Background: an optimization exercise with open tools, aiming at small area. Do not read the settings as production practice. The RTL was checked by simulation tests, not by an equivalence proof against the original design. No activity file was given, so power comes from the tool's default toggle rates.

## flow/design.v (module list and top-level ports; edited modules follow where they fit)
// module UART_Buffer: 47 lines
// module TxUART: 90 lines
// module UART: 544 lines
// module PulseWidthModulation: 155 lines
// module ToneDetection: 210 lines
// module CollisionDetection: 166 lines
// module DirectionControl: 208 lines
// module Drive: 367 lines
// module TopModule: 143 lines
module TopModule(
	input clk,
	input rst,
	output hbEnA, 
	output hbEnB, 
	output hbIn1, 
	output hbIn2, 
	output hbIn3,
	output hbIn4,
	input RFS, 
	input RRS,
	input RMS,
	input LFS, 
	input LRS,
	input LMS,
	output sevenSeg0, 
	output sevenSeg1, 
	output sevenSeg2, 
	output sevenSeg3,
	input pushBtn1,
	input pushBtn2,
	input pushBtn3,
	input pushBtn4,
	input bandPass1k,
	input bandPass1_5k,
	input bandPass2k,
	input bandPass2_5k,
	input bandPass3k,
	input colDetF,
	input colDetR, 
	output led1,
	output led2,
	output led3,
	output txData
	);
  // ...
==> flow/run.sh <==
#!/bin/bash
# synth_recipe.tcl (not shown) runs the flow's synth.tcl, then flattens the netlist and writes it again
# the make line also repeats each setting of config.mk as NAME=value (left out here)
make -C /OpenROAD-flow-scripts/flow DESIGN_CONFIG=/design/flow/config.mk WORK_HOME=/design/flow/orfs CLKGATE_MAP_FILE= SYNTH_SCRIPT=/design/flow/synth_recipe.tcl finish
==> flow/config.mk <==
export PLATFORM = sky130hd
export DESIGN_NAME = TopModule
export DESIGN_NICKNAME = TopModule
export VERILOG_FILES = /design/flow/design.v
export SDC_FILE = /design/flow/constraint.sdc
export NUM_CORES = 4
export LEC_CHECK = 0
export CAP_MARGIN = 20
export CORE_MARGIN = 2
export CORE_UTILIZATION = 40
export SLEW_MARGIN = 20
==> flow/constraint.sdc <==
create_clock -name core_clock -period 10.0 [get_ports {clk}]
set_input_delay 2.0000 -clock core_clock [delete_from_list [all_inputs] [get_ports {clk}]]
set_output_delay 2.0000 -clock core_clock [all_outputs]
set_load 0.01 [all_outputs]
==> reports/metrics.cfg, run 1 <==
[status]
outcome = timing/DRC/antenna clean

[critical_path]
crit_arrival_ps = 5100
path_cells = buf_4, nand2b_1, or2_2, clkinv_1, nand2_1, nor2_1, nor3_1, and3_1, o21a_1, buf_4
start_kind = flip-flop
max_stage_delay_ps = 700

[finish]
final_area_um2 = 68300
largest_reg_flops = 896
buffers = 83
final_cell_mix = edfxtp_1, nor2_1, dfxtp_1

[logic_synthesis]
syn_avg_cell_area_um2 = 13.4
netlist_instances = 4547
yosys.area_share.simple = 0.112
netlist.area_leader.share = 0.517
synth_fa_ha_area_frac = 0.0195

[global_route]
antenna_found_initial = 4

[run]
drv_cap = 0

[clock_network]
cts_tree = yes
cts_num_sinks = 1440
path_clk_slew_ps = 60

[detailed_routing]
dr.pass1.iters = 6
vias = 37600
wl_met1_um = 68000

[timing]
finalHoldViolCount = 0
relSlewSlack = 0.290

[hold_path]
hp-start = myUART.myTxUART.txClkCounter[0]$_SDFF_PP0_

[power_and_ir_drop]
powerSeq_mw = 6.41

==> run 2: changes to the inputs <==
==> flow/design.v (replaced) <==
parameter PWM_FULL_SPEED_PERCENT_ON = 80;
parameter PWM_HARD_SPEED_PERCENT_ON = 80;
parameter PWM_VEER_SPEED_PERCENT_ON = 42;
parameter PWM_NINETY_SPEED_PERCENT_ON = 50;
parameter PWM_NINETY_FAST_SPEED_PERCENT_ON = 80;
parameter PWM_FREQUENCY  = 80;
parameter PWM_COUNT_FREQ = 50_000/(PWM_FREQUENCY);
parameter PWM_COUNT_FULL_SPEED_ON   = PWM_COUNT_FREQ*PWM_FULL_SPEED_PERCENT_ON/100;
parameter PWM_COUNT_VEER_SPEED_ON   = PWM_COUNT_FREQ*PWM_VEER_SPEED_PERCENT_ON/100;
parameter PWM_COUNT_HARD_SPEED_ON   = PWM_COUNT_FREQ*PWM_HARD_SPEED_PERCENT_ON/100;
parameter PWM_COUNT_NINETY_SPEED_ON   = PWM_COUNT_FREQ*PWM_NINETY_SPEED_PERCENT_ON/100;
parameter PWM_COUNT_NINETY_FAST_SPEED_ON   = PWM_COUNT_FREQ*PWM_NINETY_FAST_SPEED_PERCENT_ON/100;
parameter DRIVE = 2'b00;
parameter COLLISION = 2'b10;
parameter JUNCTION = 2'b11;
parameter DC_PROCEED = 2'b00;
parameter DC_TURN_LEFT = 2'b01;
parameter DC_TURN_RIGHT = 2'b10;
parameter DC_STOP = 2'b11;
parameter DC_FULL = 2'b00;
parameter DC_VEER = 2'b01;
parameter DC_HARD = 2'b10;
parameter TD_FORWARD = 3'b000;
parameter TD_LEFT = 3'b001;
parameter TD_RIGHT = 3'b010;
parameter TD_REVERSE = 3'b011;
parameter TD_STOP = 3'b100;
parameter TD_HOLD = 3'b101;
parameter J_DETECT = 2'b00;
parameter J_MANEUVER = 2'b01;
parameter J_COMPLETE = 2'b10;
parameter HB_RIGHT = 4'b1010;
parameter HB_LEFT = 4'b0101;
parameter HB_STRAIGHT = 4'b0110;
parameter HB_STOP = 4'b0000;
parameter FORWARDS = 1'b1;
parameter REVERSE = 1'b0;
parameter P_IDLE = 0;
parameter P_LOAD_MESSAGE = 1;
parameter P_DC_DIR = 2;
parameter P_DIR_STATE = 3;
parameter P_DRIVE_STATE = 4;
parameter P_JUNCTION_STATE = 5;
parameter P_TONE_DIR = 6;
parameter P_CLEAR_TERM = 7;
parameter CLEAR_SCREEN_COUNT = 30;
parameter C_HOLD_DOWN_SIGNAL = 7_500;
parameter C_HOLD_DOWN_NO_SIGNAL = 7_000;
parameter C_NO_COL_PAUSE = 25_000;
parameter C_FORWARDS = 1;
parameter C_BACKWARDS = 0;
parameter C_NO_COL_DETECT = 0;
parameter C_VALIDATE_SIGNAL = 1;
parameter C_COLLISION_STATE = 2;
parameter C_DRIVE = 1;
parameter C_STOP = 0; 
parameter INTERSECT_TIMER = 20_000;  
parameter NORMAL = 3'b000;
parameter DEBOUNCE = 3'b001;
parameter CHANGE_DIR = 3'b010;
parameter CHK_INTERSECT = 3'b011;
parameter CHK_SKINNY = 3'b100;
parameter SKINNY_MAX = 25_000;
parameter SKINNY_LEFT = SKINNY_MAX/4;
parameter SKINNY_RIGHT = SKINNY_MAX/2+SKINNY_LEFT;
parameter SKINNY_ORIGIN = SKINNY_MAX;
parameter VEER_RIGHT = 4'b10_01;
parameter HARD_RIGHT = 4'b10_10;
parameter NINETY_RIGHT = 4'b10_11;
parameter VEER_LEFT = 4'b01_01;
parameter HARD_LEFT = 4'b01_10;
parameter NINETY_LEFT = 4'b01_11;
parameter PROCEED = 4'b00_00;
parameter STOP = 4'b11_11;
`timescale 1ns / 1ps
module UART_Buffer(
	input [6:0] idx,
	input [1:0] dirSel,
	input [1:0] dsSel,
	input [1:0] drvSel,
	input [1:0] jsSel,
	input [2:0] toneSel,
	output reg [7:0] dout
	);
	always @* begin
		case(idx)
			7'd0: dout = 8'h44;
			7'd1: dout = 8'h69;
			7'd2: dout = 8'h72;
			7'd3: dout = 8'h3a;
			7'd4: dout = 8'h20;
			7'd5: case(dirSel)
				2'd0: dout = 8'h50;
				2'd1: dout = 8'h4c;
				2'd2: dout = 8'h52;
				default: dout = 8'h53;
			endcase
			7'd6: case(dirSel)
				2'd0: dout = 8'h72;
				2'd1: dout = 8'h65;
				2'd2: dout = 8'h69;
				default: dout = 8'h74;
			endcase
			7'd7: case(dirSel)
				2'd0: dout = 8'h6f;
				2'd1: dout = 8'h66;
				2'd2: dout = 8'h67;
				default: dout = 8'h6f;
			endcase
			7'd8: case(dirSel)
				2'd0: dout = 8'h63;
				2'd1: dout = 8'h74;
				2'd2: dout = 8'h68;
				default: dout = 8'h70;
			endcase
			7'd9: case(dirSel)
				2'd0: dout = 8'h65;
				2'd1: dout = 8'h20;
				2'd2: dout = 8'h74;
				default: dout = 8'h20;
			endcase
			7'd10: case(dirSel)
				2'd0: dout = 8'h65;
				2'd1: dout = 8'h20;
				2'd2: dout = 8'h20;
				default: dout = 8'h20;
			endcase
			7'd11: case(dirSel)
				2'd0: dout = 8'h64;
				2'd1: dout = 8'h20;
				2'd2: dout = 8'h20;
				default: dout = 8'h20;
			endcase
			7'd12: dout = 8'h0d;
			7'd13: dout = 8'h0a;
			7'd14: dout = 8'h44;
			7'd15: dout = 8'h69;
			7'd16: dout = 8'h72;
			7'd17: dout = 8'h20;
			7'd18: dout = 8'h53;
			7'd19: dout = 8'h74;
			7'd20: dout = 8'h61;
			7'd21: dout = 8'h74;
			7'd22: dout = 8'h65;
			7'd23: dout = 8'h3a;
			7'd24: dout = 8'h20;
			7'd25: case(dsSel)
				2'd0: dout = 8'h4e;
				2'd1: dout = 8'h43;
				2'd2: dout = 8'h53;
				default: dout = 8'h43;
			endcase
			7'd26: case(dsSel)
				2'd0: dout = 8'h6f;
				2'd1: dout = 8'h68;
				2'd2: dout = 8'h68;
				default: dout = 8'h68;
			endcase
			7'd27: case(dsSel)
				2'd0: dout = 8'h72;
				2'd1: dout = 8'h61;
				2'd2: dout = 8'h69;
				default: dout = 8'h6b;
			endcase
			7'd28: case(dsSel)
				2'd0: dout = 8'h6d;
				2'd1: dout = 8'h6e;
				2'd2: dout = 8'h6d;
				default: dout = 8'h20;
			endcase
			7'd29: case(dsSel)
				2'd0: dout = 8'h61;
				2'd1: dout = 8'h67;
				2'd2: dout = 8'h6d;
				default: dout = 8'h49;
			endcase
			7'd30: case(dsSel)
				2'd0: dout = 8'h6c;
				2'd1: dout = 8'h65;
				2'd2: dout = 8'h79;
				default: dout = 8'h6e;
			endcase
			7'd31: case(dsSel)
				2'd0: dout = 8'h20;
				2'd1: dout = 8'h20;
				2'd2: dout = 8'h20;
				default: dout = 8'h74;
			endcase
			7'd32: case(dsSel)
				2'd0: dout = 8'h20;
				2'd1: dout = 8'h44;
				2'd2: dout = 8'h20;
				default: dout = 8'h20;
			endcase
			7'd33: dout = 8'h0d;
			7'd34: dout = 8'h0a;
			7'd35: dout = 8'h44;
			7'd36: dout = 8'h72;
			7'd37: dout = 8'h69;
			7'd38: dout = 8'h76;
			7'd39: dout = 8'h65;
			7'd40: dout = 8'h20;
			7'd41: dout = 8'h53;
			7'd42: dout = 8'h74;
			7'd43: dout = 8'h61;
			7'd44: dout = 8'h74;
			7'd45: dout = 8'h65;
			7'd46: dout = 8'h3a;
			7'd47: dout = 8'h20;
			7'd48: case(drvSel)
				2'd0: dout = 8'h44;
				2'd1: dout = 8'h44;
				2'd2: dout = 8'h43;
				default: dout = 8'h4a;
			endcase
			7'd49: case(drvSel)
				2'd0: dout = 8'h72;
				2'd1: dout = 8'h72;
				2'd2: dout = 8'h6f;
				default: dout = 8'h75;
			endcase
			7'd50: case(drvSel)
				2'd0: dout = 8'h69;
				2'd1: dout = 8'h69;
				2'd2: dout = 8'h6c;
				default: dout = 8'h6e;
			endcase
			7'd51: case(drvSel)
				2'd0: dout = 8'h76;
				2'd1: dout = 8'h76;
				2'd2: dout = 8'h6c;
				default: dout = 8'h63;
			endcase
			7'd52: case(drvSel)
				2'd0: dout = 8'h65;
				2'd1: dout = 8'h65;
				2'd2: dout = 8'h69;
				default: dout = 8'h74;
			endcase
			7'd53: case(drvSel)
				2'd0: dout = 8'h20;
				2'd1: dout = 8'h20;
				2'd2: dout = 8'h73;
				default: dout = 8'h69;
			endcase
			7'd54: case(drvSel)
				2'd0: dout = 8'h20;
				2'd1: dout = 8'h20;
				2'd2: dout = 8'h69;
				default: dout = 8'h6f;
			endcase
			7'd55: case(drvSel)
				2'd0: dout = 8'h20;
				2'd1: dout = 8'h20;
				2'd2: dout = 8'h6f;
				default: dout = 8'h6e;
			endcase
			7'd56: case(drvSel)
				2'd0: dout = 8'h20;
				2'd1: dout = 8'h20;
				2'd2: dout = 8'h6e;
				default: dout = 8'h20;
			endcase
			7'd57: dout = 8'h0d;
			7'd58: dout = 8'h0a;
			7'd59: dout = 8'h4a;
			7'd60: dout = 8'h75;
			7'd61: dout = 8'h6e;
			7'd62: dout = 8'h63;
			7'd63: dout = 8'h74;
			7'd64: dout = 8'h69;
			7'd65: dout = 8'h6f;
			7'd66: dout = 8'h6e;
			7'd67: dout = 8'h20;
			7'd68: dout = 8'h53;
			7'd69: dout = 8'h74;
			7'd70: dout = 8'h61;
			7'd71: dout = 8'h74;
			7'd72: dout = 8'h65;
			7'd73: dout = 8'h3a;
			7'd74: dout = 8'h20;
			7'd75: case(jsSel)
				2'd0: dout = 8'h44;
				2'd1: dout = 8'h4d;
				2'd2: dout = 8'h43;
				default: dout = 8'h43;
			endcase
			7'd76: case(jsSel)
				2'd0: dout = 8'h65;
				2'd1: dout = 8'h61;
				2'd2: dout = 8'h6f;
				default: dout = 8'h6f;
			endcase
			7'd77: case(jsSel)
				2'd0: dout = 8'h74;
				2'd1: dout = 8'h6e;
				2'd2: dout = 8'h6d;
				default: dout = 8'h6d;
			endcase
			7'd78: case(jsSel)
				2'd0: dout = 8'h65;
				2'd1: dout = 8'h65;
				2'd2: dout = 8'h70;
				default: dout = 8'h70;
			endcase
			7'd79: case(jsSel)
				2'd0: dout = 8'h63;
				2'd1: dout = 8'h75;
				2'd2: dout = 8'h6c;
				default: dout = 8'h6c;
			endcase
			7'd80: case(jsSel)
				2'd0: dout = 8'h74;
				2'd1: dout = 8'h76;
				2'd2: dout = 8'h65;
				default: dout = 8'h65;
			endcase
			7'd81: case(jsSel)
				2'd0: dout = 8'h20;
				2'd1: dout = 8'h65;
				2'd2: dout = 8'h74;
				default: dout = 8'h74;
			endcase
			7'd82: case(jsSel)
				2'd0: dout = 8'h20;
				2'd1: dout = 8'h72;
				2'd2: dout = 8'h65;
				default: dout = 8'h65;
			endcase
			7'd83: dout = 8'h20;
			7'd84: dout = 8'h0d;
			7'd85: dout = 8'h0a;
			7'd86: dout = 8'h54;
			7'd87: dout = 8'h6f;
			7'd88: dout = 8'h6e;
			7'd89: dout = 8'h65;
			7'd90: dout = 8'h20;
			7'd91: dout = 8'h44;
			7'd92: dout = 8'h69;
			7'd93: dout = 8'h72;
			7'd94: dout = 8'h3a;
			7'd95: dout = 8'h20;
			7'd96: case(toneSel)
				3'd0: dout = 8'h46;
				3'd1: dout = 8'h4c;
				3'd2: dout = 8'h52;
				3'd3: dout = 8'h52;
				3'd4: dout = 8'h53;
				3'd5: dout = 8'h48;
				3'd6: dout = 8'h48;
				default: dout = 8'h48;
			endcase
			7'd97: case(toneSel)
				3'd0: dout = 8'h6f;
				3'd1: dout = 8'h65;
				3'd2: dout = 8'h69;
				3'd3: dout = 8'h65;
				3'd4: dout = 8'h74;
				3'd5: dout = 8'h6f;
				3'd6: dout = 8'h6f;
				default: dout = 8'h6f;
			endcase
			7'd98: case(toneSel)
				3'd0: dout = 8'h72;
				3'd1: dout = 8'h66;
				3'd2: dout = 8'h67;
				3'd3: dout = 8'h76;
				3'd4: dout = 8'h6f;
				3'd5: dout = 8'h6c;
				3'd6: dout = 8'h6c;
				default: dout = 8'h6c;
			endcase
			7'd99: case(toneSel)
				3'd0: dout = 8'h77;
				3'd1: dout = 8'h74;
				3'd2: dout = 8'h68;
				3'd3: dout = 8'h65;
				3'd4: dout = 8'h70;
				3'd5: dout = 8'h64;
				3'd6: dout = 8'h64;
				default: dout = 8'h64;
			endcase
			7'd100: case(toneSel)
				3'd0: dout = 8'h61;
				3'd1: dout = 8'h20;
				3'd2: dout = 8'h20;
				3'd3: dout = 8'h72;
				3'd4: dout = 8'h20;
				3'd5: dout = 8'h20;
				3'd6: dout = 8'h20;
				default: dout = 8'h20;
			endcase
			7'd101: case(toneSel)
				3'd0: dout = 8'h72;
				3'd1: dout = 8'h20;
				3'd2: dout = 8'h20;
				3'd3: dout = 8'h73;
				3'd4: dout = 8'h20;
				3'd5: dout = 8'h20;
				3'd6: dout = 8'h20;
				default: dout = 8'h20;
			endcase
			7'd102: case(toneSel)
				3'd0: dout = 8'h64;
				3'd1: dout = 8'h20;
				3'd2: dout = 8'h20;
				3'd3: dout = 8'h65;
				3'd4: dout = 8'h20;
				3'd5: dout = 8'h20;
				3'd6: dout = 8'h20;
				default: dout = 8'h20;
			endcase
			7'd103: dout = 8'h20;
			7'd104: dout = 8'h0d;
			7'd105: dout = 8'h0a;
			7'd106: dout = 8'h1b;
			7'd107: dout = 8'h5b;
			7'd108: dout = 8'h48;
			7'd109: dout = 8'h1b;
			7'd110: dout = 8'h5b;
			7'd111: dout = 8'h3f;
			7'd112: dout = 8'h32;
			7'd113: dout = 8'h35;
			7'd114: dout = 8'h6c;
			7'd115: dout = 8'h1b;
			7'd116: dout = 8'h5b;
			7'd117: dout = 8'h4a;
			default: dout = 8'h4a;
		endcase
	end
endmodule
`timescale 1ns / 1ps
module TxUART(
			input clk,
			input rst,
			input notEmpty,
			input longClear,
			input [7:0] dout,
			output reg [6:0] readIdx,
			output lastRead,
			output reg txData
			);
	reg [2:0] tickCount;
	reg [3:0] phase;
	wire txTick = (tickCount == 3'd2);
	wire [6:0] lastIdx = longClear ? 7'd117 : 7'd114;
	wire [6:0] nextIdx = (readIdx == lastIdx) ? 7'd0 : readIdx + 7'd1;
	wire doRead = txTick && (phase == 4'd1);
	assign lastRead = doRead && (nextIdx == lastIdx);
	wire [9:0] frame = {1'b1, dout, 1'b0};
	wire [3:0] bitNum = phase - 4'd3;
	always@(posedge clk)begin
		if(rst)begin
			tickCount <= 0;
			phase <= 0;
			readIdx <= 7'd114;
			txData <= 1;
		end
		else begin
			tickCount <= (tickCount == 3'd5) ? 3'd0 : tickCount + 3'd1;
			if(txTick)begin
				case(phase)
					4'd0: if(notEmpty) phase <= 4'd1;
					4'd1: begin
						phase <= 4'd2;
						readIdx <= nextIdx;
					end
					4'd2: phase <= 4'd3;
					4'd12: begin
						txData <= frame[9];
						phase <= notEmpty ? 4'd1 : 4'd0;
					end
					default: begin
						txData <= frame[bitNum];
						phase <= phase + 4'd1;
					end
				endcase
			end
		end
	end
endmodule
`timescale 1ns / 1ps
module UART(
	input rst,
	input clk,
	input initDone,
	input [3:0] dirControl,
	input [1:0] driveState,
	output txData,
	input [1:0] junctionState,
	input [2:0] toneDir,
	input [1:0] dirState
   );
parameter PWM_FULL_SPEED_PERCENT_ON = 80;
parameter PWM_HARD_SPEED_PERCENT_ON = 80;
parameter PWM_VEER_SPEED_PERCENT_ON = 42;
parameter PWM_NINETY_SPEED_PERCENT_ON = 50;
parameter PWM_NINETY_FAST_SPEED_PERCENT_ON = 80;
parameter PWM_FREQUENCY  = 80;
parameter PWM_COUNT_FREQ = 50_000/(PWM_FREQUENCY);
parameter PWM_COUNT_FULL_SPEED_ON   = PWM_COUNT_FREQ*PWM_FULL_SPEED_PERCENT_ON/100;
parameter PWM_COUNT_VEER_SPEED_ON   = PWM_COUNT_FREQ*PWM_VEER_SPEED_PERCENT_ON/100;
parameter PWM_COUNT_HARD_SPEED_ON   = PWM_COUNT_FREQ*PWM_HARD_SPEED_PERCENT_ON/100;
parameter PWM_COUNT_NINETY_SPEED_ON   = PWM_COUNT_FREQ*PWM_NINETY_SPEED_PERCENT_ON/100;
parameter PWM_COUNT_NINETY_FAST_SPEED_ON   = PWM_COUNT_FREQ*PWM_NINETY_FAST_SPEED_PERCENT_ON/100;
parameter DRIVE = 2'b00;
parameter COLLISION = 2'b10;
parameter JUNCTION = 2'b11;
parameter DC_PROCEED = 2'b00;
parameter DC_TURN_LEFT = 2'b01;
parameter DC_TURN_RIGHT = 2'b10;
parameter DC_STOP = 2'b11;
parameter DC_FULL = 2'b00;
parameter DC_VEER = 2'b01;
parameter DC_HARD = 2'b10;
parameter TD_FORWARD = 3'b000;
parameter TD_LEFT = 3'b001;
parameter TD_RIGHT = 3'b010;
parameter TD_REVERSE = 3'b011;
parameter TD_STOP = 3'b100;
parameter TD_HOLD = 3'b101;
parameter J_DETECT = 2'b00;
parameter J_MANEUVER = 2'b01;
parameter J_COMPLETE = 2'b10;
parameter HB_RIGHT = 4'b1010;
parameter HB_LEFT = 4'b0101;
parameter HB_STRAIGHT = 4'b0110;
parameter HB_STOP = 4'b0000;
parameter FORWARDS = 1'b1;
parameter REVERSE = 1'b0;
parameter P_IDLE = 0;
parameter P_LOAD_MESSAGE = 1;
parameter P_DC_DIR = 2;
parameter P_DIR_STATE = 3;
parameter P_DRIVE_STATE = 4;
parameter P_JUNCTION_STATE = 5;
parameter P_TONE_DIR = 6;
parameter P_CLEAR_TERM = 7;
parameter CLEAR_SCREEN_COUNT = 30;
parameter C_HOLD_DOWN_SIGNAL = 7_500;
parameter C_HOLD_DOWN_NO_SIGNAL = 7_000;
parameter C_NO_COL_PAUSE = 25_000;
parameter C_FORWARDS = 1;
parameter C_BACKWARDS = 0;
parameter C_NO_COL_DETECT = 0;
parameter C_VALIDATE_SIGNAL = 1;
parameter C_COLLISION_STATE = 2;
parameter C_DRIVE = 1;
parameter C_STOP = 0; 
parameter INTERSECT_TIMER = 20_000;  
parameter NORMAL = 3'b000;
parameter DEBOUNCE = 3'b001;
parameter CHANGE_DIR = 3'b010;
parameter CHK_INTERSECT = 3'b011;
parameter CHK_SKINNY = 3'b100;
parameter SKINNY_MAX = 25_000;
parameter SKINNY_LEFT = SKINNY_MAX/4;
parameter SKINNY_RIGHT = SKINNY_MAX/2+SKINNY_LEFT;
parameter SKINNY_ORIGIN = SKINNY_MAX;
parameter VEER_RIGHT = 4'b10_01;
parameter HARD_RIGHT = 4'b10_10;
parameter NINETY_RIGHT = 4'b10_11;
parameter VEER_LEFT = 4'b01_01;
parameter HARD_LEFT = 4'b01_10;
parameter NINETY_LEFT = 4'b01_11;
parameter PROCEED = 4'b00_00;
parameter STOP = 4'b11_11;
	reg [6:0] prepCount;
	reg [4:0] clearScreenCounter;
	reg longClear;
	reg notEmpty;
	reg [1:0] capDir;
	reg [1:0] capDirState;
	reg [1:0] capDriveState;
	reg [1:0] capJunctionState;
	reg [2:0] capToneDir;
	wire [6:0] readIdx;
	wire [7:0] dout;
	wire lastRead;
	UART_Buffer myUART_Buffer (
		.idx		(readIdx),
		.dirSel		(capDir),
		.dsSel		(capDirState),
		.drvSel		(capDriveState),
		.jsSel		(capJunctionState),
		.toneSel	(capToneDir),
		.dout		(dout)
	);
	TxUART myTxUART(
		.clk (clk),
		.rst (rst),
		.notEmpty (notEmpty),
		.longClear (longClear),
		.dout (dout),
		.readIdx (readIdx),
		.lastRead (lastRead),
		.txData (txData)
	);
	always @(posedge clk)begin
		if(rst)begin
			prepCount <= 0;
			clearScreenCounter <= 0;
			longClear <= 0;
			notEmpty <= 0;
			capDir <= 0;
			capDirState <= 0;
			capDriveState <= 0;
			capJunctionState <= 0;
			capToneDir <= 0;
		end
		else begin
			if(prepCount == 0)begin
				if(initDone && !notEmpty)
					prepCount <= 1;
			end
			else if(prepCount == 117)
				prepCount <= 0;
			else
				prepCount <= prepCount + 1;
			if(prepCount == 3)
				notEmpty <= 1;
			else if(lastRead)
				notEmpty <= 0;
			if(prepCount == 1) capDir <= dirControl[3:2];
			if(prepCount == 17) capDirState <= dirState;
			if(prepCount == 40) capDriveState <= driveState;
			if(prepCount == 66) capJunctionState <= junctionState;
			if(prepCount == 95) capToneDir <= toneDir;
			if(prepCount == 117)begin
				if(clearScreenCounter == CLEAR_SCREEN_COUNT)begin
					clearScreenCounter <= 0;
					longClear <= 1;
				end
				else begin
					clearScreenCounter <= clearScreenCounter + 1;
					longClear <= 0;
				end
			end
		end
	end
endmodule
`timescale 1ns / 1ps
module PulseWidthModulation(
		input clk,
		input rst,
		output reg fullSpeedPwm,
		output reg veerSpeedPwm,
		output reg ninetySpeedPwm,
		output initDone
    );
parameter PWM_FULL_SPEED_PERCENT_ON = 80;
parameter PWM_HARD_SPEED_PERCENT_ON = 80;
parameter PWM_VEER_SPEED_PERCENT_ON = 42;
parameter PWM_NINETY_SPEED_PERCENT_ON = 50;
parameter PWM_NINETY_FAST_SPEED_PERCENT_ON = 80;
parameter PWM_FREQUENCY  = 80;
parameter PWM_COUNT_FREQ = 50_000/(PWM_FREQUENCY);
parameter PWM_COUNT_FULL_SPEED_ON   = PWM_COUNT_FREQ*PWM_FULL_SPEED_PERCENT_ON/100;
parameter PWM_COUNT_VEER_SPEED_ON   = PWM_COUNT_FREQ*PWM_VEER_SPEED_PERCENT_ON/100;
parameter PWM_COUNT_HARD_SPEED_ON   = PWM_COUNT_FREQ*PWM_HARD_SPEED_PERCENT_ON/100;
parameter PWM_COUNT_NINETY_SPEED_ON   = PWM_COUNT_FREQ*PWM_NINETY_SPEED_PERCENT_ON/100;
parameter PWM_COUNT_NINETY_FAST_SPEED_ON   = PWM_COUNT_FREQ*PWM_NINETY_FAST_SPEED_PERCENT_ON/100;
parameter DRIVE = 2'b00;
parameter COLLISION = 2'b10;
parameter JUNCTION = 2'b11;
parameter DC_PROCEED = 2'b00;
parameter DC_TURN_LEFT = 2'b01;
parameter DC_TURN_RIGHT = 2'b10;
parameter DC_STOP = 2'b11;
parameter DC_FULL = 2'b00;
parameter DC_VEER = 2'b01;
parameter DC_HARD = 2'b10;
parameter TD_FORWARD = 3'b000;
parameter TD_LEFT = 3'b001;
parameter TD_RIGHT = 3'b010;
parameter TD_REVERSE = 3'b011;
parameter TD_STOP = 3'b100;
parameter TD_HOLD = 3'b101;
parameter J_DETECT = 2'b00;
parameter J_MANEUVER = 2'b01;
parameter J_COMPLETE = 2'b10;
parameter HB_RIGHT = 4'b1010;
parameter HB_LEFT = 4'b0101;
parameter HB_STRAIGHT = 4'b0110;
parameter HB_STOP = 4'b0000;
parameter FORWARDS = 1'b1;
parameter REVERSE = 1'b0;
parameter P_IDLE = 0;
parameter P_LOAD_MESSAGE = 1;
parameter P_DC_DIR = 2;
parameter P_DIR_STATE = 3;
parameter P_DRIVE_STATE = 4;
parameter P_JUNCTION_STATE = 5;
parameter P_TONE_DIR = 6;
parameter P_CLEAR_TERM = 7;
parameter CLEAR_SCREEN_COUNT = 30;
parameter C_HOLD_DOWN_SIGNAL = 7_500;
parameter C_HOLD_DOWN_NO_SIGNAL = 7_000;
parameter C_NO_COL_PAUSE = 25_000;
parameter C_FORWARDS = 1;
parameter C_BACKWARDS = 0;
parameter C_NO_COL_DETECT = 0;
parameter C_VALIDATE_SIGNAL = 1;
parameter C_COLLISION_STATE = 2;
parameter C_DRIVE = 1;
parameter C_STOP = 0; 
parameter INTERSECT_TIMER = 20_000;  
parameter NORMAL = 3'b000;
parameter DEBOUNCE = 3'b001;
parameter CHANGE_DIR = 3'b010;
parameter CHK_INTERSECT = 3'b011;
parameter CHK_SKINNY = 3'b100;
parameter SKINNY_MAX = 25_000;
parameter SKINNY_LEFT = SKINNY_MAX/4;
parameter SKINNY_RIGHT = SKINNY_MAX/2+SKINNY_LEFT;
parameter SKINNY_ORIGIN = SKINNY_MAX;
parameter VEER_RIGHT = 4'b10_01;
parameter HARD_RIGHT = 4'b10_10;
parameter NINETY_RIGHT = 4'b10_11;
parameter VEER_LEFT = 4'b01_01;
parameter HARD_LEFT = 4'b01_10;
parameter NINETY_LEFT = 4'b01_11;
parameter PROCEED = 4'b00_00;
parameter STOP = 4'b11_11;
	reg [9:0] pwmCount;
	assign initDone = fullSpeedPwm || (pwmCount >= 10'd110);
	always @(posedge clk) begin
		if(rst)begin
			pwmCount <= 0;
			fullSpeedPwm <= 0;
			veerSpeedPwm <= 0;
			ninetySpeedPwm <= 0;
		end
		else begin
			if(pwmCount == PWM_COUNT_FREQ)begin
				pwmCount <= 0;
				fullSpeedPwm <= 1;
				veerSpeedPwm <= 1;
				ninetySpeedPwm <= 1;
			end
			else begin
				pwmCount <= pwmCount + 1;
				if(pwmCount == PWM_COUNT_FULL_SPEED_ON) fullSpeedPwm <= 0;
				if(pwmCount == PWM_COUNT_VEER_SPEED_ON) veerSpeedPwm <= 0;
				if(pwmCount == PWM_COUNT_NINETY_SPEED_ON) ninetySpeedPwm <= 0;
			end
		end
	end
endmodule
`timescale 1ns / 1ps
module ToneDetection(
	 input clk,
	 input rst,
	 input enableToneDetection,
	 input pushBtn1,
	 input pushBtn2,
	 input pushBtn3,
	 input pushBtn4,
	 input rawBandPass1k,
	 input rawBandPass1_5k,
	 input rawBandPass2k,
	 input rawBandPass2_5k,
	 input rawBandPass3k,
	 output reg [2:0] toneDir
    );
parameter PWM_FULL_SPEED_PERCENT_ON = 80;
parameter PWM_HARD_SPEED_PERCENT_ON = 80;
parameter PWM_VEER_SPEED_PERCENT_ON = 42;
parameter PWM_NINETY_SPEED_PERCENT_ON = 50;
parameter PWM_NINETY_FAST_SPEED_PERCENT_ON = 80;
parameter PWM_FREQUENCY  = 80;
parameter PWM_COUNT_FREQ = 50_000/(PWM_FREQUENCY);
parameter PWM_COUNT_FULL_SPEED_ON   = PWM_COUNT_FREQ*PWM_FULL_SPEED_PERCENT_ON/100;
parameter PWM_COUNT_VEER_SPEED_ON   = PWM_COUNT_FREQ*PWM_VEER_SPEED_PERCENT_ON/100;
parameter PWM_COUNT_HARD_SPEED_ON   = PWM_COUNT_FREQ*PWM_HARD_SPEED_PERCENT_ON/100;
parameter PWM_COUNT_NINETY_SPEED_ON   = PWM_COUNT_FREQ*PWM_NINETY_SPEED_PERCENT_ON/100;
parameter PWM_COUNT_NINETY_FAST_SPEED_ON   = PWM_COUNT_FREQ*PWM_NINETY_FAST_SPEED_PERCENT_ON/100;
parameter DRIVE = 2'b00;
parameter COLLISION = 2'b10;
parameter JUNCTION = 2'b11;
parameter DC_PROCEED = 2'b00;
parameter DC_TURN_LEFT = 2'b01;
parameter DC_TURN_RIGHT = 2'b10;
parameter DC_STOP = 2'b11;
parameter DC_FULL = 2'b00;
parameter DC_VEER = 2'b01;
parameter DC_HARD = 2'b10;
parameter TD_FORWARD = 3'b000;
parameter TD_LEFT = 3'b001;
parameter TD_RIGHT = 3'b010;
parameter TD_REVERSE = 3'b011;
parameter TD_STOP = 3'b100;
parameter TD_HOLD = 3'b101;
parameter J_DETECT = 2'b00;
parameter J_MANEUVER = 2'b01;
parameter J_COMPLETE = 2'b10;
parameter HB_RIGHT = 4'b1010;
parameter HB_LEFT = 4'b0101;
parameter HB_STRAIGHT = 4'b0110;
parameter HB_STOP = 4'b0000;
parameter FORWARDS = 1'b1;
parameter REVERSE = 1'b0;
parameter P_IDLE = 0;
parameter P_LOAD_MESSAGE = 1;
parameter P_DC_DIR = 2;
parameter P_DIR_STATE = 3;
parameter P_DRIVE_STATE = 4;
parameter P_JUNCTION_STATE = 5;
parameter P_TONE_DIR = 6;
parameter P_CLEAR_TERM = 7;
parameter CLEAR_SCREEN_COUNT = 30;
parameter C_HOLD_DOWN_SIGNAL = 7_500;
parameter C_HOLD_DOWN_NO_SIGNAL = 7_000;
parameter C_NO_COL_PAUSE = 25_000;
parameter C_FORWARDS = 1;
parameter C_BACKWARDS = 0;
parameter C_NO_COL_DETECT = 0;
parameter C_VALIDATE_SIGNAL = 1;
parameter C_COLLISION_STATE = 2;
parameter C_DRIVE = 1;
parameter C_STOP = 0; 
parameter INTERSECT_TIMER = 20_000;  
parameter NORMAL = 3'b000;
parameter DEBOUNCE = 3'b001;
parameter CHANGE_DIR = 3'b010;
parameter CHK_INTERSECT = 3'b011;
parameter CHK_SKINNY = 3'b100;
parameter SKINNY_MAX = 25_000;
parameter SKINNY_LEFT = SKINNY_MAX/4;
parameter SKINNY_RIGHT = SKINNY_MAX/2+SKINNY_LEFT;
parameter SKINNY_ORIGIN = SKINNY_MAX;
parameter VEER_RIGHT = 4'b10_01;
parameter HARD_RIGHT = 4'b10_10;
parameter NINETY_RIGHT = 4'b10_11;
parameter VEER_LEFT = 4'b01_01;
parameter HARD_LEFT = 4'b01_10;
parameter NINETY_LEFT = 4'b01_11;
parameter PROCEED = 4'b00_00;
parameter STOP = 4'b11_11;
	reg [14:0] stopCount;
	reg [14:0] leftCount;
	reg [14:0] rightCount;
	reg [14:0] reverseCount;
	reg [14:0] straightCount;
	reg [4:0] bufferBandPass;
	reg [4:0] bandPass;
	wire hit = bandPass[0] ? (stopCount == 25_000) :
	           (pushBtn1 || bandPass[1]) ? (straightCount == 25_000) :
	           (pushBtn2 || bandPass[2]) ? (leftCount == 25_000) :
	           (pushBtn3 || bandPass[3]) ? (rightCount == 25_000) :
	           (pushBtn4 || bandPass[4]) ? (reverseCount == 25_000) : 1'b0;
	always@(posedge clk)begin
	if(rst)begin
		bufferBandPass <= 0;
		bandPass <= 0;
		toneDir <= TD_HOLD;
		stopCount <= 0;
		leftCount <= 0;
		rightCount <= 0;
		reverseCount <= 0;
		straightCount <= 0;
	end
	else begin
		bufferBandPass <= {rawBandPass3k, rawBandPass2_5k, rawBandPass2k, rawBandPass1_5k, rawBandPass1k};
		bandPass <= bufferBandPass;
		if(!enableToneDetection || hit)begin
			stopCount <= 0;
			leftCount <= 0;
			rightCount <= 0;
			reverseCount <= 0;
			straightCount <= 0;
		end
		else if(bandPass[0])
			stopCount <= stopCount + 1;
		else if(pushBtn1 || bandPass[1])
			straightCount <= straightCount + 1;
		else if(pushBtn2 || bandPass[2])
			leftCount <= leftCount + 1;
		else if(pushBtn3 || bandPass[3])
			rightCount <= rightCount + 1;
		else if(pushBtn4 || bandPass[4])
			reverseCount <= reverseCount + 1;
		if(!enableToneDetection)
			toneDir <= TD_HOLD;
		else if(hit)begin
			if(bandPass[0]) toneDir <= TD_STOP;
			else if(pushBtn1 || bandPass[1]) toneDir <= TD_FORWARD;
			else if(pushBtn2 || bandPass[2]) toneDir <= TD_LEFT;
			else if(pushBtn3 || bandPass[3]) toneDir <= TD_RIGHT;
			else toneDir <= TD_REVERSE;
		end
	end
	end
endmodule
`timescale 1ns / 1ps
module CollisionDetection(
	input clk,
	input rst,
	input direction, 
	input colDetFrontRaw, 
	input colDetRearRaw,
	output led1, led2, led3,
	output reg colDetect);
parameter PWM_FULL_SPEED_PERCENT_ON = 80;
parameter PWM_HARD_SPEED_PERCENT_ON = 80;
parameter PWM_VEER_SPEED_PERCENT_ON = 42;
parameter PWM_NINETY_SPEED_PERCENT_ON = 50;
parameter PWM_NINETY_FAST_SPEED_PERCENT_ON = 80;
parameter PWM_FREQUENCY  = 80;
parameter PWM_COUNT_FREQ = 50_000/(PWM_FREQUENCY);
parameter PWM_COUNT_FULL_SPEED_ON   = PWM_COUNT_FREQ*PWM_FULL_SPEED_PERCENT_ON/100;
parameter PWM_COUNT_VEER_SPEED_ON   = PWM_COUNT_FREQ*PWM_VEER_SPEED_PERCENT_ON/100;
parameter PWM_COUNT_HARD_SPEED_ON   = PWM_COUNT_FREQ*PWM_HARD_SPEED_PERCENT_ON/100;
parameter PWM_COUNT_NINETY_SPEED_ON   = PWM_COUNT_FREQ*PWM_NINETY_SPEED_PERCENT_ON/100;
parameter PWM_COUNT_NINETY_FAST_SPEED_ON   = PWM_COUNT_FREQ*PWM_NINETY_FAST_SPEED_PERCENT_ON/100;
parameter DRIVE = 2'b00;
parameter COLLISION = 2'b10;
parameter JUNCTION = 2'b11;
parameter DC_PROCEED = 2'b00;
parameter DC_TURN_LEFT = 2'b01;
parameter DC_TURN_RIGHT = 2'b10;
parameter DC_STOP = 2'b11;
parameter DC_FULL = 2'b00;
parameter DC_VEER = 2'b01;
parameter DC_HARD = 2'b10;
parameter TD_FORWARD = 3'b000;
parameter TD_LEFT = 3'b001;
parameter TD_RIGHT = 3'b010;
parameter TD_REVERSE = 3'b011;
parameter TD_STOP = 3'b100;
parameter TD_HOLD = 3'b101;
parameter J_DETECT = 2'b00;
parameter J_MANEUVER = 2'b01;
parameter J_COMPLETE = 2'b10;
parameter HB_RIGHT = 4'b1010;
parameter HB_LEFT = 4'b0101;
parameter HB_STRAIGHT = 4'b0110;
parameter HB_STOP = 4'b0000;
parameter FORWARDS = 1'b1;
parameter REVERSE = 1'b0;
parameter P_IDLE = 0;
parameter P_LOAD_MESSAGE = 1;
parameter P_DC_DIR = 2;
parameter P_DIR_STATE = 3;
parameter P_DRIVE_STATE = 4;
parameter P_JUNCTION_STATE = 5;
parameter P_TONE_DIR = 6;
parameter P_CLEAR_TERM = 7;
parameter CLEAR_SCREEN_COUNT = 30;
parameter C_HOLD_DOWN_SIGNAL = 7_500;
parameter C_HOLD_DOWN_NO_SIGNAL = 7_000;
parameter C_NO_COL_PAUSE = 25_000;
parameter C_FORWARDS = 1;
parameter C_BACKWARDS = 0;
parameter C_NO_COL_DETECT = 0;
parameter C_VALIDATE_SIGNAL = 1;
parameter C_COLLISION_STATE = 2;
parameter C_DRIVE = 1;
parameter C_STOP = 0; 
parameter INTERSECT_TIMER = 20_000;  
parameter NORMAL = 3'b000;
parameter DEBOUNCE = 3'b001;
parameter CHANGE_DIR = 3'b010;
parameter CHK_INTERSECT = 3'b011;
parameter CHK_SKINNY = 3'b100;
parameter SKINNY_MAX = 25_000;
parameter SKINNY_LEFT = SKINNY_MAX/4;
parameter SKINNY_RIGHT = SKINNY_MAX/2+SKINNY_LEFT;
parameter SKINNY_ORIGIN = SKINNY_MAX;
parameter VEER_RIGHT = 4'b10_01;
parameter HARD_RIGHT = 4'b10_10;
parameter NINETY_RIGHT = 4'b10_11;
parameter VEER_LEFT = 4'b01_01;
parameter HARD_LEFT = 4'b01_10;
parameter NINETY_LEFT = 4'b01_11;
parameter PROCEED = 4'b00_00;
parameter STOP = 4'b11_11;
	reg regLed1;
	reg regLed2;
	reg regLed3;
	reg [1:0] state;
	reg [12:0] countNoSignal;
	reg [12:0] countSignal;
	reg sens; 
	reg colDetFrontBuffer;
	reg colDetRearBuffer;
	reg colDetFront;
	reg colDetRear;
	assign led1 = regLed1; 
	assign led2 = regLed2; 
	assign led3 = regLed3; 
	always @(posedge clk) begin
	if(rst)begin
		colDetect <= 0;
		regLed1 <= 0;
		regLed2 <= 0;
		regLed3 <= 0;
		state <= 2'b00;
		countNoSignal <= 0;
		countSignal <= 0;
		sens <= 0;
		colDetFrontBuffer <= 0;
		colDetRearBuffer <= 0;
		colDetFront <= 0;
		colDetRear <= 0;
	end
	else begin
		colDetFrontBuffer <= colDetFrontRaw;
		colDetRearBuffer <= colDetRearRaw;
		colDetFront <= colDetFrontBuffer;
		colDetRear <= colDetRearBuffer;
		if (direction == C_FORWARDS) begin 
			sens <= colDetFront;
		end
		else if (direction == C_BACKWARDS) begin
			sens <= colDetRear;
		end 
		case (state) 			
			C_NO_COL_DETECT: begin
				colDetect <= C_DRIVE;
				regLed1 <= 1;
				regLed2 <= 0;
				regLed3 <= 0;
				if(!sens) begin
					state <= C_VALIDATE_SIGNAL;
				end	
			end 
			C_VALIDATE_SIGNAL: begin
				regLed1 <= 0;
				regLed2 <= 1;
				regLed3 <= 0;
				if (!sens) begin
					countSignal <= countSignal + 1; 
					if (countSignal == C_HOLD_DOWN_SIGNAL) begin 
						state <= C_COLLISION_STATE; 
						countNoSignal <= 0;
						countSignal <= 0;
					end
				end
				else begin
					countNoSignal <= countNoSignal + 1; 
					if (countNoSignal == C_HOLD_DOWN_NO_SIGNAL) begin 
						state <= C_NO_COL_DETECT; 
						countNoSignal <= 0;
						countSignal <= 0;
					end
				end
			end
			C_COLLISION_STATE: begin
				colDetect <= C_STOP;
				regLed1 <= 0;
				regLed2 <= 0;
				regLed3 <= 1;
				if (sens) begin
					state <= C_VALIDATE_SIGNAL;
				end
			end
		endcase
	end
	end
endmodule
`timescale 1ns / 1ps
module DirectionControl(
		input clk,
		input rst,
		input RFS,
		input RRS,
		input RMS,
		input LMS,
		input LFS,
		input LRS,
		input direction,
		output reg [3:0]DIR,
		output reg [1:0]state,
		output reg [1:0]leadSens
   );
parameter PWM_FULL_SPEED_PERCENT_ON = 80;
parameter PWM_HARD_SPEED_PERCENT_ON = 80;
parameter PWM_VEER_SPEED_PERCENT_ON = 42;
parameter PWM_NINETY_SPEED_PERCENT_ON = 50;
parameter PWM_NINETY_FAST_SPEED_PERCENT_ON = 80;
parameter PWM_FREQUENCY  = 80;
parameter PWM_COUNT_FREQ = 50_000/(PWM_FREQUENCY);
parameter PWM_COUNT_FULL_SPEED_ON   = PWM_COUNT_FREQ*PWM_FULL_SPEED_PERCENT_ON/100;
parameter PWM_COUNT_VEER_SPEED_ON   = PWM_COUNT_FREQ*PWM_VEER_SPEED_PERCENT_ON/100;
parameter PWM_COUNT_HARD_SPEED_ON   = PWM_COUNT_FREQ*PWM_HARD_SPEED_PERCENT_ON/100;
parameter PWM_COUNT_NINETY_SPEED_ON   = PWM_COUNT_FREQ*PWM_NINETY_SPEED_PERCENT_ON/100;
parameter PWM_COUNT_NINETY_FAST_SPEED_ON   = PWM_COUNT_FREQ*PWM_NINETY_FAST_SPEED_PERCENT_ON/100;
parameter DRIVE = 2'b00;
parameter COLLISION = 2'b10;
parameter JUNCTION = 2'b11;
parameter DC_PROCEED = 2'b00;
parameter DC_TURN_LEFT = 2'b01;
parameter DC_TURN_RIGHT = 2'b10;
parameter DC_STOP = 2'b11;
parameter DC_FULL = 2'b00;
parameter DC_VEER = 2'b01;
parameter DC_HARD = 2'b10;
parameter TD_FORWARD = 3'b000;
parameter TD_LEFT = 3'b001;
parameter TD_RIGHT = 3'b010;
parameter TD_REVERSE = 3'b011;
parameter TD_STOP = 3'b100;
parameter TD_HOLD = 3'b101;
parameter J_DETECT = 2'b00;
parameter J_MANEUVER = 2'b01;
parameter J_COMPLETE = 2'b10;
parameter HB_RIGHT = 4'b1010;
parameter HB_LEFT = 4'b0101;
parameter HB_STRAIGHT = 4'b0110;
parameter HB_STOP = 4'b0000;
parameter FORWARDS = 1'b1;
parameter REVERSE = 1'b0;
parameter P_IDLE = 0;
parameter P_LOAD_MESSAGE = 1;
parameter P_DC_DIR = 2;
parameter P_DIR_STATE = 3;
parameter P_DRIVE_STATE = 4;
parameter P_JUNCTION_STATE = 5;
parameter P_TONE_DIR = 6;
parameter P_CLEAR_TERM = 7;
parameter CLEAR_SCREEN_COUNT = 30;
parameter C_HOLD_DOWN_SIGNAL = 7_500;
parameter C_HOLD_DOWN_NO_SIGNAL = 7_000;
parameter C_NO_COL_PAUSE = 25_000;
parameter C_FORWARDS = 1;
parameter C_BACKWARDS = 0;
parameter C_NO_COL_DETECT = 0;
parameter C_VALIDATE_SIGNAL = 1;
parameter C_COLLISION_STATE = 2;
parameter C_DRIVE = 1;
parameter C_STOP = 0; 
parameter INTERSECT_TIMER = 20_000;  
parameter NORMAL = 3'b000;
parameter DEBOUNCE = 3'b001;
parameter CHANGE_DIR = 3'b010;
parameter CHK_INTERSECT = 3'b011;
parameter CHK_SKINNY = 3'b100;
parameter SKINNY_MAX = 25_000;
parameter SKINNY_LEFT = SKINNY_MAX/4;
parameter SKINNY_RIGHT = SKINNY_MAX/2+SKINNY_LEFT;
parameter SKINNY_ORIGIN = SKINNY_MAX;
parameter VEER_RIGHT = 4'b10_01;
parameter HARD_RIGHT = 4'b10_10;
parameter NINETY_RIGHT = 4'b10_11;
parameter VEER_LEFT = 4'b01_01;
parameter HARD_LEFT = 4'b01_10;
parameter NINETY_LEFT = 4'b01_11;
parameter PROCEED = 4'b00_00;
parameter STOP = 4'b11_11;
	localparam S_NORMAL = 2'd0;
	localparam S_CHANGE_DIR = 2'd1;
	localparam S_CHK_SKINNY = 2'd2;
	localparam S_CHK_INTERSECT = 2'd3;
	reg [14:0] count;
	reg [5:0] unstableIn;
	reg [5:0] stableSignal;
	reg [5:0] bufferedSignal;
	reg [5:0] prevSignal;
	always@(posedge clk)begin
	if(rst)begin
		DIR <= STOP;
		state <= S_NORMAL;
		leadSens <= 0;
		count <= 0;
		unstableIn <= 0;
		stableSignal <= 0;
		bufferedSignal <= 0;
		prevSignal <= 0;
	end
	else begin
		prevSignal <= stableSignal;
		stableSignal <= bufferedSignal;
		bufferedSignal <= unstableIn;
		unstableIn <= ~{RFS, LFS, RMS, LMS, RRS, LRS};
		if (direction == FORWARDS)
			leadSens <= stableSignal[5:4];
		else
			leadSens <= stableSignal[1:0];
		case(state)
			S_NORMAL: begin
				if (direction == FORWARDS) begin
					if (prevSignal[5:2] != stableSignal[5:2])
						state <= S_CHANGE_DIR;
				end
				else begin
					if (prevSignal[3:0] != stableSignal[3:0])
						state <= S_CHANGE_DIR;
				end
			end
			S_CHANGE_DIR: begin
				case (leadSens)
					2'b11: begin DIR <= PROCEED; state <= S_NORMAL; end
					2'b10: begin DIR <= HARD_RIGHT; state <= S_NORMAL; end
					2'b01: begin DIR <= HARD_LEFT; state <= S_NORMAL; end
					2'b00: state <= S_CHK_SKINNY;
				endcase
			end
			S_CHK_SKINNY: begin
				count <= count + 1;
				if(count < SKINNY_ORIGIN)begin
					if(count < SKINNY_LEFT || count >= SKINNY_RIGHT)
						DIR <= HARD_LEFT;
					else
						DIR <= HARD_RIGHT;
					if(leadSens)begin
						state <= S_CHANGE_DIR;
						count <= 0;
					end
				end
				else begin
					state <= S_CHK_INTERSECT;
					count <= 0;
				end
			end
			S_CHK_INTERSECT: begin
				if (leadSens != 2'b00) begin
					state <= S_CHANGE_DIR;
					count <= 0;
				end
				else if (count == INTERSECT_TIMER) begin
					DIR <= STOP;
					state <= S_NORMAL;
					count <= 0;
				end
				else if (stableSignal[3:2] == 2'b01 && DIR != NINETY_RIGHT) begin
					DIR <= NINETY_LEFT;
				end
				else if (stableSignal[3:2] == 2'b10 && DIR != NINETY_LEFT) begin
					DIR <= NINETY_RIGHT;
				end
				else if (DIR != NINETY_RIGHT && DIR != NINETY_LEFT)begin
					count <= count + 1;
					DIR <= PROCEED;
				end
			end
		endcase
	end
	end
endmodule
`timescale 1ns / 1ps
module Drive(
	input clk,
	input rst,
	input colDetect,
	input [3:0] dirControl,
	input veerSpeedPwm,
	input fullSpeedPwm,
	input ninetySpeedPwm,
	input [2:0] toneDir,
	output hbIn1,
	output hbIn2,
	output hbIn3,
	output hbIn4,
	output reg enableToneDetection,
	output reg hbEnA,
	output reg hbEnB,
	output reg [1:0] driveState,
	output reg direction,
	output reg [1:0] junctionState,
	input [1:0] leadSense
	);
parameter PWM_FULL_SPEED_PERCENT_ON = 80;
parameter PWM_HARD_SPEED_PERCENT_ON = 80;
parameter PWM_VEER_SPEED_PERCENT_ON = 42;
parameter PWM_NINETY_SPEED_PERCENT_ON = 50;
parameter PWM_NINETY_FAST_SPEED_PERCENT_ON = 80;
parameter PWM_FREQUENCY  = 80;
parameter PWM_COUNT_FREQ = 50_000/(PWM_FREQUENCY);
parameter PWM_COUNT_FULL_SPEED_ON   = PWM_COUNT_FREQ*PWM_FULL_SPEED_PERCENT_ON/100;
parameter PWM_COUNT_VEER_SPEED_ON   = PWM_COUNT_FREQ*PWM_VEER_SPEED_PERCENT_ON/100;
parameter PWM_COUNT_HARD_SPEED_ON   = PWM_COUNT_FREQ*PWM_HARD_SPEED_PERCENT_ON/100;
parameter PWM_COUNT_NINETY_SPEED_ON   = PWM_COUNT_FREQ*PWM_NINETY_SPEED_PERCENT_ON/100;
parameter PWM_COUNT_NINETY_FAST_SPEED_ON   = PWM_COUNT_FREQ*PWM_NINETY_FAST_SPEED_PERCENT_ON/100;
parameter DRIVE = 2'b00;
parameter COLLISION = 2'b10;
parameter JUNCTION = 2'b11;
parameter DC_PROCEED = 2'b00;
parameter DC_TURN_LEFT = 2'b01;
parameter DC_TURN_RIGHT = 2'b10;
parameter DC_STOP = 2'b11;
parameter DC_FULL = 2'b00;
parameter DC_VEER = 2'b01;
parameter DC_HARD = 2'b10;
parameter TD_FORWARD = 3'b000;
parameter TD_LEFT = 3'b001;
parameter TD_RIGHT = 3'b010;
parameter TD_REVERSE = 3'b011;
parameter TD_STOP = 3'b100;
parameter TD_HOLD = 3'b101;
parameter J_DETECT = 2'b00;
parameter J_MANEUVER = 2'b01;
parameter J_COMPLETE = 2'b10;
parameter HB_RIGHT = 4'b1010;
parameter HB_LEFT = 4'b0101;
parameter HB_STRAIGHT = 4'b0110;
parameter HB_STOP = 4'b0000;
parameter FORWARDS = 1'b1;
parameter REVERSE = 1'b0;
parameter P_IDLE = 0;
parameter P_LOAD_MESSAGE = 1;
parameter P_DC_DIR = 2;
parameter P_DIR_STATE = 3;
parameter P_DRIVE_STATE = 4;
parameter P_JUNCTION_STATE = 5;
parameter P_TONE_DIR = 6;
parameter P_CLEAR_TERM = 7;
parameter CLEAR_SCREEN_COUNT = 30;
parameter C_HOLD_DOWN_SIGNAL = 7_500;
parameter C_HOLD_DOWN_NO_SIGNAL = 7_000;
parameter C_NO_COL_PAUSE = 25_000;
parameter C_FORWARDS = 1;
parameter C_BACKWARDS = 0;
parameter C_NO_COL_DETECT = 0;
parameter C_VALIDATE_SIGNAL = 1;
parameter C_COLLISION_STATE = 2;
parameter C_DRIVE = 1;
parameter C_STOP = 0; 
parameter INTERSECT_TIMER = 20_000;  
parameter NORMAL = 3'b000;
parameter DEBOUNCE = 3'b001;
parameter CHANGE_DIR = 3'b010;
parameter CHK_INTERSECT = 3'b011;
parameter CHK_SKINNY = 3'b100;
parameter SKINNY_MAX = 25_000;
parameter SKINNY_LEFT = SKINNY_MAX/4;
parameter SKINNY_RIGHT = SKINNY_MAX/2+SKINNY_LEFT;
parameter SKINNY_ORIGIN = SKINNY_MAX;
parameter VEER_RIGHT = 4'b10_01;
parameter HARD_RIGHT = 4'b10_10;
parameter NINETY_RIGHT = 4'b10_11;
parameter VEER_LEFT = 4'b01_01;
parameter HARD_LEFT = 4'b01_10;
parameter NINETY_LEFT = 4'b01_11;
parameter PROCEED = 4'b00_00;
parameter STOP = 4'b11_11;
	reg dirPrev;
	reg [3:0] regHbDrive;
	reg [2:0] junctionManeuver;
	reg [16:0] timer;
	wire [3:0] regHbRight = dirPrev ? HB_RIGHT : ~HB_RIGHT;
	wire [3:0] regHbLeft = dirPrev ? HB_LEFT : ~HB_LEFT;
	wire [3:0] regHbStraight = dirPrev ? HB_STRAIGHT : ~HB_STRAIGHT;
	assign hbIn1 = regHbDrive[0];
	assign hbIn2 = regHbDrive[1];
	assign hbIn3 = regHbDrive[2];
	assign hbIn4 = regHbDrive[3];
	always @(posedge clk) begin
	if(rst)begin
		enableToneDetection <= 0;
		hbEnA <= 0;
		hbEnB <= 0;
		driveState <= DRIVE;
		direction <= FORWARDS;
		dirPrev <= FORWARDS;
		regHbDrive <= 0;
		junctionState <= J_COMPLETE;
		junctionManeuver <= TD_HOLD;
		timer <= 0;
	end
	else begin
		dirPrev <= direction;
		case(driveState)
			DRIVE: begin
				if(!colDetect) begin
					driveState <= COLLISION;
				end
				else if(dirControl[3:2] == DC_TURN_LEFT)begin
					if(dirControl[1:0] == DC_VEER)begin
						hbEnA <= veerSpeedPwm;
						hbEnB <= fullSpeedPwm;
						regHbDrive <= regHbStraight;
					end
					else if(dirControl[1:0] == DC_HARD) begin
						hbEnA <= veerSpeedPwm;
						hbEnB <= fullSpeedPwm;
						regHbDrive <= regHbLeft;
					end
					else if(dirControl[1:0] == DC_STOP) begin
						hbEnA <= (direction == FORWARDS) ? ninetySpeedPwm : fullSpeedPwm;
						hbEnB <= ninetySpeedPwm;
						regHbDrive <= regHbLeft;
					end
				end
				else if(dirControl[3:2] == DC_TURN_RIGHT) begin
					if(dirControl[1:0] == DC_VEER) begin
						hbEnA <= fullSpeedPwm;
						hbEnB <= veerSpeedPwm;
						regHbDrive <= regHbStraight;
					end
					else if(dirControl[1:0] == DC_HARD) begin
						hbEnA <= fullSpeedPwm;
						hbEnB <= veerSpeedPwm;
						regHbDrive <= regHbRight;
					end
					else if(dirControl[1:0] == DC_STOP) begin
						hbEnA <= ninetySpeedPwm;
						hbEnB <= (direction == FORWARDS) ? ninetySpeedPwm : fullSpeedPwm;
						regHbDrive <= regHbRight;
					end
				end
				else if(dirControl[3:2] == DC_PROCEED) begin
					if(dirControl[1:0] == 2'b00) begin
						hbEnA <= fullSpeedPwm;
						hbEnB <= fullSpeedPwm;
						regHbDrive <= regHbStraight;
					end
				end
				else begin
					hbEnA <= 0;
					hbEnB <= 0;
					regHbDrive <= HB_STOP;
					driveState <= JUNCTION;
				end
			end
			COLLISION: begin
				if (colDetect) begin
					timer <= timer + 1;
					if (timer == C_NO_COL_PAUSE) begin
						driveState <= DRIVE;
						timer <= 0;
					end
				end
				hbEnA <= fullSpeedPwm;
				hbEnB <= fullSpeedPwm;
				regHbDrive <= HB_STOP;
			end
			JUNCTION: begin
				case(junctionState)
					J_DETECT: begin
						enableToneDetection <= 1;
						if(toneDir <= TD_STOP)begin
							junctionState <= J_MANEUVER;
							junctionManeuver <= toneDir;
						end
						if(toneDir == TD_FORWARD)
							direction <= FORWARDS;
						else if(toneDir == TD_REVERSE)
							direction <= REVERSE;
					end
					J_MANEUVER: begin
						enableToneDetection <= 0;
						timer <= timer + 1;
						if(junctionManeuver == TD_FORWARD || junctionManeuver == TD_REVERSE)begin
							if(timer < 50_000)begin
								hbEnA <= fullSpeedPwm;
								hbEnB <= fullSpeedPwm;
								regHbDrive <= regHbStraight;
								if(leadSense)begin
									driveState <= DRIVE;
									junctionState <= J_COMPLETE;
									timer <= 0;
								end
							end
							else begin
								timer <= 0;
								junctionState <= J_COMPLETE;
								driveState <= DRIVE;
							end
						end
						else if(junctionManeuver == TD_LEFT || junctionManeuver == TD_RIGHT)begin
							if(timer < 75_000)begin
								hbEnA <= ninetySpeedPwm;
								hbEnB <= ninetySpeedPwm;
								regHbDrive <= (junctionManeuver == TD_LEFT) ? regHbLeft : regHbRight;
							end
							else if(timer < 125_000)begin
								hbEnA <= fullSpeedPwm;
								hbEnB <= fullSpeedPwm;
								regHbDrive <= regHbStraight;
								if(leadSense)begin
									driveState <= DRIVE;
									junctionState <= J_COMPLETE;
									timer <= 0;
								end
							end
							else begin
								timer <= 0;
								junctionState <= J_COMPLETE;
								driveState <= DRIVE;
							end
						end
						else if(junctionManeuver == TD_STOP)begin
							if(timer < 25_000)begin
								hbEnA <= fullSpeedPwm;
								hbEnB <= fullSpeedPwm;
								regHbDrive <= HB_STOP;
							end
							else begin
								timer <= 0;
								junctionState <= J_COMPLETE;
								driveState <= DRIVE;
							end
						end
						else begin
							timer <= 0;
							junctionState <= J_COMPLETE;
							junctionManeuver <= 5;
						end
					end
					J_COMPLETE: begin
						junctionState <= J_DETECT;
					end
				endcase
			end
		endcase
	end
	end
endmodule
`timescale 1ns / 1ps
module TopModule(
	input clk,
	input rst,
	output hbEnA, 
	output hbEnB, 
	output hbIn1, 
	output hbIn2, 
	output hbIn3,
	output hbIn4,
	input RFS, 
	input RRS,
	input RMS,
	input LFS, 
	input LRS,
	input LMS,
	output sevenSeg0, 
	output sevenSeg1, 
	output sevenSeg2, 
	output sevenSeg3,
	input pushBtn1,
	input pushBtn2,
	input pushBtn3,
	input pushBtn4,
	input bandPass1k,
	input bandPass1_5k,
	input bandPass2k,
	input bandPass2_5k,
	input bandPass3k,
	input colDetF,
	input colDetR, 
	output led1,
	output led2,
	output led3,
	output txData
	);
	wire colDetect;
	wire [3:0] dirControl;
	wire fullSpeedPwm;
	wire veerSpeedPwm;
	wire ninetySpeedPwm;
	wire initDone;
	wire [2:0] toneDir;
	wire [1:0] driveState;
	wire direction;
	wire enableToneDetection;
	wire [1:0] junctionState;
	wire [1:0] dirState;
	wire [1:0] leadSense;
	assign sevenSeg0 = 1;
	assign sevenSeg1 = 1;
	assign sevenSeg2 = 1;
	assign sevenSeg3 = 1;
	DirectionControl myDirectionControl(
		.clk (clk),
		.rst (rst),
		.RFS (RFS),
		.RRS (RRS),
		.RMS (RMS),
		.LFS (LFS),
		.LRS (LRS),
		.LMS (LMS),
		.direction (direction),
		.DIR (dirControl),
		.state (dirState),
		.leadSens (leadSense)
	);
	CollisionDetection myCollisionDetection(
		.clk (clk),
		.rst (rst),
		.direction (direction),
		.colDetFrontRaw (colDetF),
		.colDetRearRaw (colDetR),
		.led1 (led1),
		.led2 (led2),
		.led3 (led3),
		.colDetect (colDetect)
	);
	ToneDetection myToneDetection (
		.clk (clk),
		.rst (rst),
		.enableToneDetection (enableToneDetection),
		.pushBtn1 (pushBtn1),
		.pushBtn2 (pushBtn2),
		.pushBtn3 (pushBtn3),
		.pushBtn4 (pushBtn4),
		.rawBandPass1k (bandPass1k),
		.rawBandPass1_5k (bandPass1_5k),
		.rawBandPass2k (bandPass2k),
		.rawBandPass2_5k (bandPass2_5k),
		.rawBandPass3k (bandPass3k),
		.toneDir (toneDir)
	);
	UART myUART(
		.clk (clk),
		.rst (rst),
		.initDone (initDone),
		.dirControl (dirControl),
		.driveState (driveState),
		.txData (txData),
		.junctionState (junctionState),
		.toneDir (toneDir),
		.dirState (dirState)
	);
	PulseWidthModulation myPulseWidthModulation(
		.clk (clk),
		.rst (rst),
		.fullSpeedPwm (fullSpeedPwm),
		.veerSpeedPwm (veerSpeedPwm),
		.ninetySpeedPwm (ninetySpeedPwm),
		.initDone (initDone)
	);
	Drive myDrive(
		.clk (clk),
		.rst (rst),
		.colDetect (colDetect),
		.dirControl (dirControl),
		.veerSpeedPwm (veerSpeedPwm),
		.fullSpeedPwm (fullSpeedPwm),
		.ninetySpeedPwm (ninetySpeedPwm),
		.toneDir (toneDir),
		.hbIn1 (hbIn1),
		.hbIn2 (hbIn2),
		.hbIn3 (hbIn3),
		.hbIn4 (hbIn4),
		.hbEnA (hbEnA),
		.hbEnB (hbEnB),
		.driveState (driveState),
		.direction (direction),
		.enableToneDetection (enableToneDetection),
		.junctionState (junctionState),
		.leadSense (leadSense)
	);
endmodule
==> flow/config.mk (replaced) <==
export PLATFORM = sky130hd
export DESIGN_NAME = TopModule
export DESIGN_NICKNAME = TopModule
export VERILOG_FILES = /design/flow/design.v
export SDC_FILE = /design/flow/constraint.sdc
export NUM_CORES = 4
export LEC_CHECK = 0
export CAP_MARGIN = 20
export CORE_MARGIN = 2
export CORE_UTILIZATION = 40
export CTS_BUF_LIST = sky130_fd_sc_hd__clkbuf_8
export CTS_CLUSTER_DIAMETER = 60
export CTS_CLUSTER_SIZE = 20
export SLEW_MARGIN = 20
==> run 2 against run 1 <==
Highest routed layer is now met4. Critical path depth decreased by 2. Still clean on timing, DRC and antenna. Routed wire length is 73% lower. Fmax grew 7.2%. Area after synthesis shrank 75%. Critical path type is now input pin to flip-flop.
==> reports/metrics.cfg, run 2 <==
[detailed_routing]
drt_first_iter_violations = 1356
vias = 13900  ; -63%
wire_per_inst_um = 16.9
dr.pass1.iters = 6  ; unchanged

[finish]
fillerInstances = 3840
final_area_um2 = 16400  ; -76%
largest_reg_flops = 17  ; -98%
synthToLayoutAreaGrowth_pct = 6.61
mostFrequentLayoutCell = nor2_1
antenna_cells = 0
final_cell_mix = nor2_1, dfxtp_1, nand2_1

[die]
coreArea_um2 = 37800
start_util = 0.408
rows = 71
die_height_um = 200
dieArea_um2 = 40100
io_pins = 33

[logic_synthesis]
ys_types = 86
synth.most_common_cell = nor2_1
syn_avg_cell_area_um2 = 7.87  ; -41%
netlist.area_leader.share = 0.335  ; -0.182
ys_seq_area_frac = 0.335
netlist_instances = 1957  ; -57%
synthTopCellsByCount = nor2_1, dfxtp_1, nand2_1, xor2_1, a21oi_1
syn-cell-area_um2 = 15400
synth_top_cell_by_area = dfxtp_1
yosys-top-cells-area = dfxtp_1, nor2_1, ha_1
synth_warnings = 8

[power_and_ir_drop]
pwr-share-comb = 0.113
intPower_mw = 1.43
clockPowerShare = 0.331
power_frac_seq = 0.556
power_switching_share = 0.279
switching_power_mw = 0.554

[timing]
hold_slack_ps = 448
skew_ps = 44.3
finalHoldViolCount = 0  ; unchanged
fin_crit_ps = 4350
final.period_utilization = 0.435
rsz0062_at_grt = false
relSlewSlack = 0.348  ; +0.0575
finalSetupViolations = 0

[critical_path]
crit_arrival_ps = 4770  ; -330 ps
worst-endpoint-required_ps = 10420
cpMostUsedCell = nor2_1
cp_slowest_cell = buf_4
start_kind = input pin
max_stage_delay_ps = 520  ; -180 ps
path_cells = clkdlybuf4s50_1, or3_1, nor2_1, a211oi_1, and3_1, nand2_2, buf_4, nor2_1
criticalPathCategory = input pin to flip-flop
critPathCaptureType = flip-flop

[clock_network]
postCtsHoldBufs = 0
cts_tree = yes
cts-root-buf = clkbuf_8
ctsResizeCount = 0
insertion_delay_ps = 580
cts_num_sinks = 258  ; -82%
path_clk_slew_ps = 110  ; +50 ps

[global_route]
antenna_found_initial = 0  ; -4
grt_usage = 0.200
grt_pass1_wl_um = 67700
grt_pass1_vias = 12900
grt_overflow = 0
grt_max_degree = 81

[status]
outcome = timing/DRC/antenna clean

[run]
drv_cap = 0  ; unchanged

[place]
place.gp.congestion = 0.986
placed_cell_area_um2 = 15900
dpl.hpwl_um = 29000
io_buffer_count = 28

[hold_path]
min-delay-path-class = flip-flop to flip-flop

run 2: logic make-up after synthesis:
logic type,synth area share
buffers and inverters,0.0500
DFF,0.335
AOI/OAI and AO/OA,0.142
other,0.000243
xor gates and xnor gates,0.0807
adders and majority gates,0.0577
and+or+nand+nor,0.310
muxes,0.0239
run 2: critical path: cells and delay by family:
kind	cells	cell delay, ps
AND/OR/NAND/NOR	5	1640
buffers and inverters	2	930
AO/OA/AOI/OAI	1	170
run 2: cell type report:
class / instances / area (µm²) / share of cell area
Tap cell: 511 / 639 / 0.0389
Inverter: 70 / 263 / 0.0160
Clock inverter: 15 / 130 / 0.00792
Timing Repair Buffer: 42 / 383 / 0.0233
Multi-Input combinational cell: 1518 / 9480 / 0.577
Clock buffer: 26 / 358 / 0.0218
Sequential cell: 258 / 5170 / 0.315
run 2: metrics by stage:
step | total power [mW] | cells | setup slack, ps | utilization
floorplan | 1.28 | 1960 | 6170 | -
global route | 2.09 | 2440 | 5410 | 0.435
CTS | 2.01 | 2440 | 5640 | 0.435
finish | 1.99 | 2440 | 5650 | 0.435
detailed placement | 1.35 | 2399 | 5060 | 0.422
global placement | 1.35 | 2399 | 5130 | 0.422
run 2: power groups by stage:
| stage | registers [mW] | clock network, mW | logic [mW] |
|---|---|---|---|
| after floorplan | 1.11 | 0 | 0.170 |
| after global placement | 1.13 | 0 | 0.219 |
| after detailed placement | 1.13 | 0 | 0.223 |
| after CTS | 1.10 | 0.685 | 0.224 |
| after global routing | 1.11 | 0.726 | 0.254 |
| final | 1.10 | 0.657 | 0.224 |
run 2: routing by layer:
metal	routed length, µm	share of wire	GRT usage
met4	1480	0.036	0.0728
met1	18800	0.46	0.274
met3	2930	0.071	0.0303
met2	18000	0.44	0.317
met5	0	0	0
run 2: final timing paths:
check                                                                 start  cells after the start                                              end  slack, ps
worst max-delay path                                               pushBtn1                      8   myToneDetection.straightCount[13]$_SDFFE_PP0P_       5650
worst min-delay path            myDirectionControl.unstableIn[0]$_SDFF_PP0_                      1  myDirectionControl.bufferedSignal[0]$_SDFF_PP0_        450
worst max register to register      myUART.myTxUART.readIdx[0]$_SDFFE_PP0P_                     11              myUART.myTxUART.txData$_SDFFE_PP1P_       5740
worst min register to register  myDirectionControl.unstableIn[0]$_SDFF_PP0_                      1  myDirectionControl.bufferedSignal[0]$_SDFF_PP0_        450

Setup slack of run 2, layout unchanged: 5.653 ns with ideal ports, 5.676 ns with driving cells assumed (clock clkbuf_16, inputs buf_2), 5.074 ns with port delays also shifted by the 0.603 ns mid clock arrival.
